Context: an optimization exercise on an open-source flow, tuned for small area. The choices shown serve that exercise and are no tape-out recipe. Where RTL was checked, it was by simulation tests only, not by an equivalence proof against the original.

==> willow: inputs <==
Design fir16_top, start of the top module:
module fir16_top (clk, reset, sample_in, y_out);
    input clk;
    input reset;
    input  signed [15:0] sample_in;
    output signed [35:0] y_out;
    reg [15:0] tap0;
    reg [15:0] tap1;
    reg [15:0] tap2;
    reg [15:0] tap3;
    reg [15:0] tap4;
    reg [15:0] tap5;
    reg [15:0] tap6;
    reg [15:0] tap7;
    reg [15:0] tap8;
    reg [15:0] tap9;
    reg [15:0] tap10;
    reg [15:0] tap11;
    reg [15:0] tap12;
    reg [15:0] tap13;
    reg [15:0] tap14;
    reg [15:0] tap15;
    reg [15:0] tap16;
    always @(posedge clk) begin
        if (reset) begin
            tap0 <= 16'h0000;
            tap1 <= 16'h0000;
            tap2 <= 16'h0000;
            tap3 <= 16'h0000;
            tap4 <= 16'h0000;
            tap5 <= 16'h0000;
            tap6 <= 16'h0000;
            tap7 <= 16'h0000;
            tap8 <= 16'h0000;
            tap9 <= 16'h0000;
            tap10 <= 16'h0000;
            tap11 <= 16'h0000;
            tap12 <= 16'h0000;
            tap13 <= 16'h0000;
            tap14 <= 16'h0000;
            tap15 <= 16'h0000;
            tap16 <= 16'h0000;
        end else begin
            tap0 <= sample_in;
            tap1 <= tap0;
            tap2 <= tap1;
            tap3 <= tap2;
            tap4 <= tap3;
            tap5 <= tap4;
            tap6 <= tap5;
            tap7 <= tap6;
            tap8 <= tap7;
            tap9 <= tap8;
            tap10 <= tap9;
            tap11 <= tap10;
            tap12 <= tap11;
            tap13 <= tap12;
            tap14 <= tap13;
            tap15 <= tap14;
            tap16 <= tap15;
        end
    end
    wire n1, n2, n3, n4, n5, n6, n7, n8, n9, n10, n11, n12, n13, n14, n15, n16;
    wire n17, n18, n19, n20, n21, n22, n23, n24, n25, n26, n27, n28, n29, n30, n31, n32;
    wire n33, n34, n35, n36, n37, n38, n39, n40, n41, n42, n43, n44, n45, n46, n47, n48;
  ...
export LEC_CHECK = 0
export CAP_MARGIN = 20
export CORE_MARGIN = 2
export CORE_UTILIZATION = 40
export CTS_BUF_LIST = sky130_fd_sc_hd__clkbuf_8 sky130_fd_sc_hd__clkbuf_16
export CTS_CLUSTER_DIAMETER = 60
export CTS_CLUSTER_SIZE = 18
export SLEW_MARGIN = 20
export SYNTH_HIERARCHICAL = 1
export SYNTH_MINIMUM_KEEP_SIZE = 0
create_clock -name core_clock -period 8.0 [get_ports {clk}]
run.sh (not shown) runs the stock make flow with config.mk's settings and CLKGATE_MAP_FILE= SYNTH_SCRIPT=/design/flow/synth_recipe.tcl, a recipe that flattens the netlist after the stock synthesis.
==> inputs of delta, as changes to willow <==
Settings changed: CTS_BUF_LIST sky130_fd_sc_hd__clkbuf_8 sky130_fd_sc_hd__clkbuf_16 to default, CTS_CLUSTER_DIAMETER 60 to default, CTS_CLUSTER_SIZE 18 to default.
==> inputs of ember, as changes to willow <==
Settings changed: CTS_BUF_LIST sky130_fd_sc_hd__clkbuf_8 sky130_fd_sc_hd__clkbuf_16 to sky130_fd_sc_hd__clkbuf_4 sky130_fd_sc_hd__clkbuf_8, CTS_CLUSTER_SIZE 18 to 12.
==> qor summary <==
item	delta	willow	ember
Status	timing/DRC/antenna clean	timing/DRC/antenna clean	timing/DRC/antenna clean
Routed wire length	45800 um	45400 um	45400 um
Final worst clock skew	0.0178 ns	0.0262 ns	0.0325 ns
Total CTS buffers	36	29	37
Worst Setup Slack, final	0.279 ns	0.275 ns	0.286 ns
Share of the final layout cell area in multi-input gates	59.9%	60.3%	61.0%
Capture endpoint of the worst hold path	tap1[12]	tap1[7]	tap1[15]
Initial detailed-routing violation count	408	459	416
Final layout net count	2128	2121	2129
Routed metal-1 wire length	17700 um	17400 um	17400 um
Least-Margin Pin Slew	0.988 ns	0.994 ns	0.998 ns
CTS clk-pin slew, worst paths	0.07 ns	0.07 ns	0.08 ns

* * *

==> run Y: inputs <==
fir16_top, a different RTL version from the one above (not shown whole).
Settings: LEC_CHECK=0, CAP_MARGIN=20, CORE_MARGIN=2, CORE_UTILIZATION=70, CTS_BUF_LIST=sky130_fd_sc_hd__clkbuf_8, CTS_CLUSTER_DIAMETER=80, CTS_CLUSTER_SIZE=16, SLEW_MARGIN=20, SYNTH_HIERARCHICAL=1, SYNTH_MINIMUM_KEEP_SIZE=0; clock period 8.0 ns.
standard.sh (not shown) runs the stock make flow with config.mk's settings and CLKGATE_MAP_FILE= SYNTH_SCRIPT=/design/flow/synth_recipe.tcl, a recipe that flattens the netlist after the stock synthesis.
==> flow/flow/run.sh <==
#!/bin/bash
# Standard layout; only the port buffers are the smallest buffer cell.
set -euo pipefail
bash standard.sh 'BUFFER_PORTS_ARGS=-buffer_cell sky130_fd_sc_hd__buf_1' finish > standard_flow.log 2>&1
==> run B: changes against run Y <==
--- a/flow/design.v
+++ b/flow/design.v
@@ -28,11 +28,11 @@
         tap9 <= tap8;
         tap11 <= tap10;
         tap13 <= tap12;
         tap15 <= tap14;
     end
-    always @(posedge clk or posedge reset) begin
+    always @(posedge clk) begin
         if (reset) begin
             tap0 <= 16'h0000;
             tap2 <= 16'h0000;
             tap4 <= 16'h0000;
             tap6 <= 16'h0000;
==> run G: changes against run Y <==
- CTS_CLUSTER_DIAMETER: 80 -> 70
- CTS_CLUSTER_SIZE: 16 -> 18
==> summary of the runs <==
Run B went through all stages and came out clean. Run Y finished with timing, DRC and antenna clean. Run G ran to the end with no violations. Core utilization: run B < run G < run Y. Between run B and run G, the lower die area is in run G (gap about 1.3%, measured against run G). Of run Y and run G, run Y has the higher routed wire length (gap 0.90%, measured against run G). Of run Y and run G, run Y has the higher register-to-register slack (gap 0.02 ns). Non-clock buffer count: run Y is higher than run B (2).
==> figures <==
| metric | run Y | run G | run B |
|---|---|---|---|
| Result of the run | timing/DRC/antenna clean | timing/DRC/antenna clean | timing/DRC/antenna clean |
| Fraction of the mapped netlist area in adder cells | 56.0% | 56.0% | 55.3% |
| Number of instances resized during post-cts repair | 4 | 4 | 0 |
| Layout area overhead | 6.15% | 6.06% | 4.84% |
| CP required | 8.45 ns | 8.42 ns | 8.43 ns |
| Wire length after detailed routing | 34.5 mm | 34.2 mm | 34.8 mm |
| Detailed-routed wire length on met3 | 1.32 mm | 1.32 mm | 2.95 mm |
| WL met2 | 18.2 mm | 18.0 mm | 14.5 mm |
| Multi-input combinational cell count | 564 | 564 | 708 |
| Placed instance area | 0.0185 mm2 | 0.0185 mm2 | 0.0187 mm2 |

* * *

==> inputs of job 1883 <==
Another version of the RTL of fir16_top (not shown whole).
==> flow/config.mk <==
export PLATFORM = sky130hd
export DESIGN_NAME = fir16_top
export DESIGN_NICKNAME = fir16_top
export VERILOG_FILES = /design/flow/design.v
export SDC_FILE = /design/flow/constraint.sdc
export NUM_CORES = 4
export LEC_CHECK = 0
export CAP_MARGIN = 20
export CORE_MARGIN = 2
export CORE_UTILIZATION = 40
export CTS_BUF_LIST = sky130_fd_sc_hd__clkbuf_8
export CTS_CLUSTER_DIAMETER = 80
export CTS_CLUSTER_SIZE = 16
export SLEW_MARGIN = 20
export SYNTH_HIERARCHICAL = 1
export SYNTH_MINIMUM_KEEP_SIZE = 0
==> flow/constraint.sdc <==
create_clock -name core_clock -period 8.0 [get_ports {clk}]
set_input_delay 1.6000 -clock core_clock [delete_from_list [all_inputs] [get_ports {clk}]]
set_output_delay 1.6000 -clock core_clock [all_outputs]
set_load 0.01 [all_outputs]
Scripts as last shown in full above: flow/flow/run.sh
==> job 3606 (differences from job 1883) <==
==> flow/run.sh (new file) <==
#!/bin/bash
# synth_recipe.tcl (not shown) runs the flow's synth.tcl, then flattens the netlist and writes it again
# the make line also repeats each setting of config.mk as NAME=value (left out here)
make -C /OpenROAD-flow-scripts/flow DESIGN_CONFIG=/design/flow/config.mk WORK_HOME=/design/flow/orfs CLKGATE_MAP_FILE= SYNTH_SCRIPT=/design/flow/synth_recipe.tcl finish
--- a/flow/config.mk
+++ b/flow/config.mk
@@ -9,3 +9,3 @@
 export CORE_MARGIN = 2
-export CORE_UTILIZATION = 40
+export CORE_UTILIZATION = 55
 export CTS_BUF_LIST = sky130_fd_sc_hd__clkbuf_8
removed: flow/flow/run.sh
removed: flow/standard.sh
==> run summary <==
metric	job 1883	job 3606
Outcome	timing/DRC/antenna clean	timing/DRC/antenna clean
Portion of the layout cell area used by clock cells	2.61%	1.99%
Die W	218 µm	187 µm
Clock buf count	28	25
Clock buffer count from CTS	28	24
Area of the die	47600 µm²	34800 µm²
Fmax achieved	0.129 GHz	0.128 GHz
Worst Reg2Reg Path Length in Cells	19	20
Critical R2R Launch	tap8[8]$_SDFF_PP0_	tap2[0]$_SDFF_PP0_
Wire length of the first global-routing pass	56.0 mm	55.7 mm
Worst-path clk slew	0.10 ns	0.09 ns
Total inserted antenna cells	1	0
Total half-perimeter wirelength after legalization and detailed placement	30.4 mm	30.6 mm
Met2 WL post-DR	16.5 mm	13.9 mm
Slew at the pin closest to its max-slew limit	0.921 ns	0.871 ns
Arrival time of data at the critical path endpoint	8.33 ns	8.35 ns
Fin nets	1830	1828
No run of this note included a check of the RTL's function; only the layout flow was run.

* * *

==> inputs of quartz <==
Another version of the RTL of fir16_top (not shown whole).
==> flow/design.v (excerpt) <==
module fir16_top (clk, reset, sample_in, y_out);
    input clk;
    input reset;
    input  signed [15:0] sample_in;
    output signed [35:0] y_out;
    reg [15:0] tap0;
    reg [15:0] tap1;
    reg [15:0] tap2;
    reg [15:0] tap3;
    reg [15:0] tap4;
    reg [15:0] tap5;
    reg [15:0] tap6;
    reg [15:0] tap7;
    reg [15:0] tap8;
    reg [15:0] tap9;
    reg [15:0] tap10;
    reg [15:0] tap11;
    reg [15:0] tap12;
    reg [15:0] tap13;
    reg [15:0] tap14;
    reg [15:0] tap15;
    reg [15:0] tap16;
    always @(posedge clk) begin
        if (reset) begin
            tap0 <= 16'h0000;
            tap1 <= 16'h0000;
            tap2 <= 16'h0000;
            tap3 <= 16'h0000;
            tap4 <= 16'h0000;
            tap5 <= 16'h0000;
            tap6 <= 16'h0000;
            tap7 <= 16'h0000;
            tap8 <= 16'h0000;
            tap9 <= 16'h0000;
            tap10 <= 16'h0000;
            tap11 <= 16'h0000;
            tap12 <= 16'h0000;
            tap13 <= 16'h0000;
            tap14 <= 16'h0000;
            tap15 <= 16'h0000;
            tap16 <= 16'h0000;
        end else begin
            tap0 <= sample_in;
            tap1 <= tap0;
            tap2 <= tap1;
            tap3 <= tap2;
            tap4 <= tap3;
            tap5 <= tap4;
            tap6 <= tap5;
            tap7 <= tap6;
            tap8 <= tap7;
            tap9 <= tap8;
            tap10 <= tap9;
            tap11 <= tap10;
            tap12 <= tap11;
            tap13 <= tap12;
            tap14 <= tap13;
            tap15 <= tap14;
            tap16 <= tap15;
        end
    end
    wire n1, n2, n3, n4, n5, n6, n7, n8, n9, n10, n11, n12, n13, n14, n15, n16;
    wire n17, n18, n19, n20, n21, n22, n23, n24, n25, n26, n27, n28, n29, n30, n31, n32;
    wire n33, n34, n35, n36, n37, n38, n39, n40, n41, n42, n43, n44, n45, n46, n47, n48;
    wire n49, n50, n51, n52, n53, n54, n55, n56, n57, n58, n59, n60, n61, n62, n63, n64;
    wire n65, n66, n67, n68, n69, n70, n71, n72, n73, n74, n75, n76, n77, n78, n79, n80;
    wire n81, n82, n83, n84, n85, n86, n87, n88, n89, n90, n91, n92, n93, n94, n95, n96;
    wire n97, n98, n99, n100, n101, n102, n103, n104, n105, n106, n107, n108, n109, n110, n111, n112;
    wire n113, n114, n115, n116, n117, n118, n119, n120, n121, n122, n123, n124, n125, n126, n127, n128;
  ...
export LEC_CHECK = 0
export ABC_AREA = 1
export CAP_MARGIN = 20
export CORE_MARGIN = 2
export CORE_UTILIZATION = 40
export CTS_BUF_LIST = sky130_fd_sc_hd__clkbuf_4 sky130_fd_sc_hd__clkbuf_8
export CTS_CLUSTER_DIAMETER = 60
export CTS_CLUSTER_SIZE = 12
export SLEW_MARGIN = 20
export SYNTH_HIERARCHICAL = 1
export SYNTH_MINIMUM_KEEP_SIZE = 0
create_clock -name core_clock -period 8.0 [get_ports {clk}]
run.sh (not shown) runs the stock make flow with config.mk's settings and CLKGATE_MAP_FILE= SYNTH_SCRIPT=/design/flow/synth_recipe.tcl, a recipe that flattens the netlist after the stock synthesis.
Stock flow here: none of the scripts above is used.
==> garnet: changes against quartz <==
--- a/flow/design.v
+++ b/flow/design.v
@@ -19,45 +19,39 @@
     reg [15:0] tap13;
     reg [15:0] tap14;
     reg [15:0] tap15;
     reg [15:0] tap16;
     always @(posedge clk) begin
+        tap1 <= tap0;
+        tap3 <= tap2;
+        tap5 <= tap4;
+        tap7 <= tap6;
+        tap9 <= tap8;
+        tap11 <= tap10;
+        tap13 <= tap12;
+        tap15 <= tap14;
+    end
+    always @(posedge clk) begin
         if (reset) begin
             tap0 <= 16'h0000;
-            tap1 <= 16'h0000;
             tap2 <= 16'h0000;
-            tap3 <= 16'h0000;
             tap4 <= 16'h0000;
-            tap5 <= 16'h0000;
             tap6 <= 16'h0000;
-            tap7 <= 16'h0000;
             tap8 <= 16'h0000;
-            tap9 <= 16'h0000;
             tap10 <= 16'h0000;
-            tap11 <= 16'h0000;
             tap12 <= 16'h0000;
-            tap13 <= 16'h0000;
             tap14 <= 16'h0000;
-            tap15 <= 16'h0000;
             tap16 <= 16'h0000;
         end else begin
             tap0 <= sample_in;
-            tap1 <= tap0;
             tap2 <= tap1;
-            tap3 <= tap2;
             tap4 <= tap3;
-            tap5 <= tap4;
             tap6 <= tap5;
-            tap7 <= tap6;
             tap8 <= tap7;
-            tap9 <= tap8;
             tap10 <= tap9;
-            tap11 <= tap10;
             tap12 <= tap11;
-            tap13 <= tap12;
             tap14 <= tap13;
-            tap15 <= tap14;
             tap16 <= tap15;
         end
     end
     wire n1, n2, n3, n4, n5, n6, n7, n8, n9, n10, n11, n12, n13, n14, n15, n16;
     wire n17, n18, n19, n20, n21, n22, n23, n24, n25, n26, n27, n28, n29, n30, n31, n32;
==> flow/config.mk (replaced) <==
export PLATFORM = sky130hd
export DESIGN_NAME = fir16_top
export DESIGN_NICKNAME = fir16_top
export VERILOG_FILES = /design/flow/design.v
export SDC_FILE = /design/flow/constraint.sdc
export NUM_CORES = 4
export LEC_CHECK = 0
export CAP_MARGIN = 20
export CORE_MARGIN = 2
export CORE_UTILIZATION = 40
export CTS_BUF_LIST = sky130_fd_sc_hd__clkbuf_8
export CTS_CLUSTER_DIAMETER = 80
export CTS_CLUSTER_SIZE = 16
export SLEW_MARGIN = 20
export SYNTH_HIERARCHICAL = 1
export SYNTH_MINIMUM_KEEP_SIZE = 0
==> comparison table <==
|  | garnet | quartz |
|---|---|---|
| Status | finished clean | finished clean |
| Unique masters post-synth | 12 | 10 |
| Non-clock inverter count in the final layout | 173 | 448 |
| Core Box Area | 46,500 µm² | 49,900 µm² |
| Cell depth of the worst hold path | 0 | 2 |
| Clk latency of the worst-skew pair | 630 ps | 600 ps |
| Filler cells | 4,300 | 4,735 |
| Mean instance size in the synthesized netlist | 14.9 µm² | 12.0 µm² |
| Summed instance area of the synthesized netlist | 18,800 µm² | 20,100 µm² |
| Area of the multi-input gates | 11,600 µm² | 11,700 µm² |
| Clock-cell share of area | 2.16% | 3.40% |
| Std-Cell Rows | 79 | 82 |
| Fraction of post-synthesis cell area in the top cell type by area | 52.5% | 49.1% |
| Signal buf overhead | 2.60% | 2.52% |
| Via count of the first global-routing pass | 10,200 | 11,700 |
| Worst Max-Slew Pin Slew | 897 ps | 1000 ps |
| # nets final | 1,855 | 2,271 |
| Share of the final layout cell area in multi-input gates | 57.4% | 53.7% |
Function not checked in quartz: the RTL went through the layout flow alone.

==> port drivers added, routing unchanged <==
The results above use ideal ports. As a check the final layouts listed here were re-extracted and re-timed, cells and wires unchanged. Step 1: set_driving_cell puts a clkbuf_16 on clk and a buf_2 on each other input, an assumption about the parent block. Step 2 also shifts input and output timing later by t, the mid clock arrival at the registers, as if the neighbouring blocks saw the same clock. Three values: ideal ports, drivers, drivers and shift; two values: the first two.
run | shift t [ns] | setup WS [ns] | hold WS [ns] | pins driven straight from the clock port
willow | 0.645 | 0.275 / 0.218 / 0.571 | 0.425 / 0.425 / 0.425 | 1
delta | 0.601 | 0.279 / 0.223 / 0.563 | 0.437 / 0.437 / 0.437 | 1
ember | 0.615 | 0.286 / 0.235 / 0.579 | 0.424 / 0.424 / 0.424 | 1
run Y | 0.607 | 0.209 / 0.209 / 0.209 | 0.332 / 0.332 / 0.332 | 1
run B | 0.601 | 0.181 / 0.181 / 0.181 | 0.331 / 0.331 / 0.331 | 1
run G | 0.595 | 0.187 / 0.187 / 0.187 | 0.339 / 0.339 / 0.339 | 1
job 1883 | 0.668 | 0.240 / 0.240 / 0.240 | 0.333 / 0.333 / 0.333 | 1
job 3606 | 0.635 | 0.188 / 0.188 / 0.188 | 0.330 / 0.330 / 0.330 | 1
quartz | 0.627 | 0.377 / 0.329 / 0.544 | 0.395 / 0.395 / 0.395 | 1
garnet | 0.650 | 0.316 / 0.265 / 0.504 | 0.305 / 0.305 / 0.305 | 1
After both steps setup and hold are still met in every run listed.
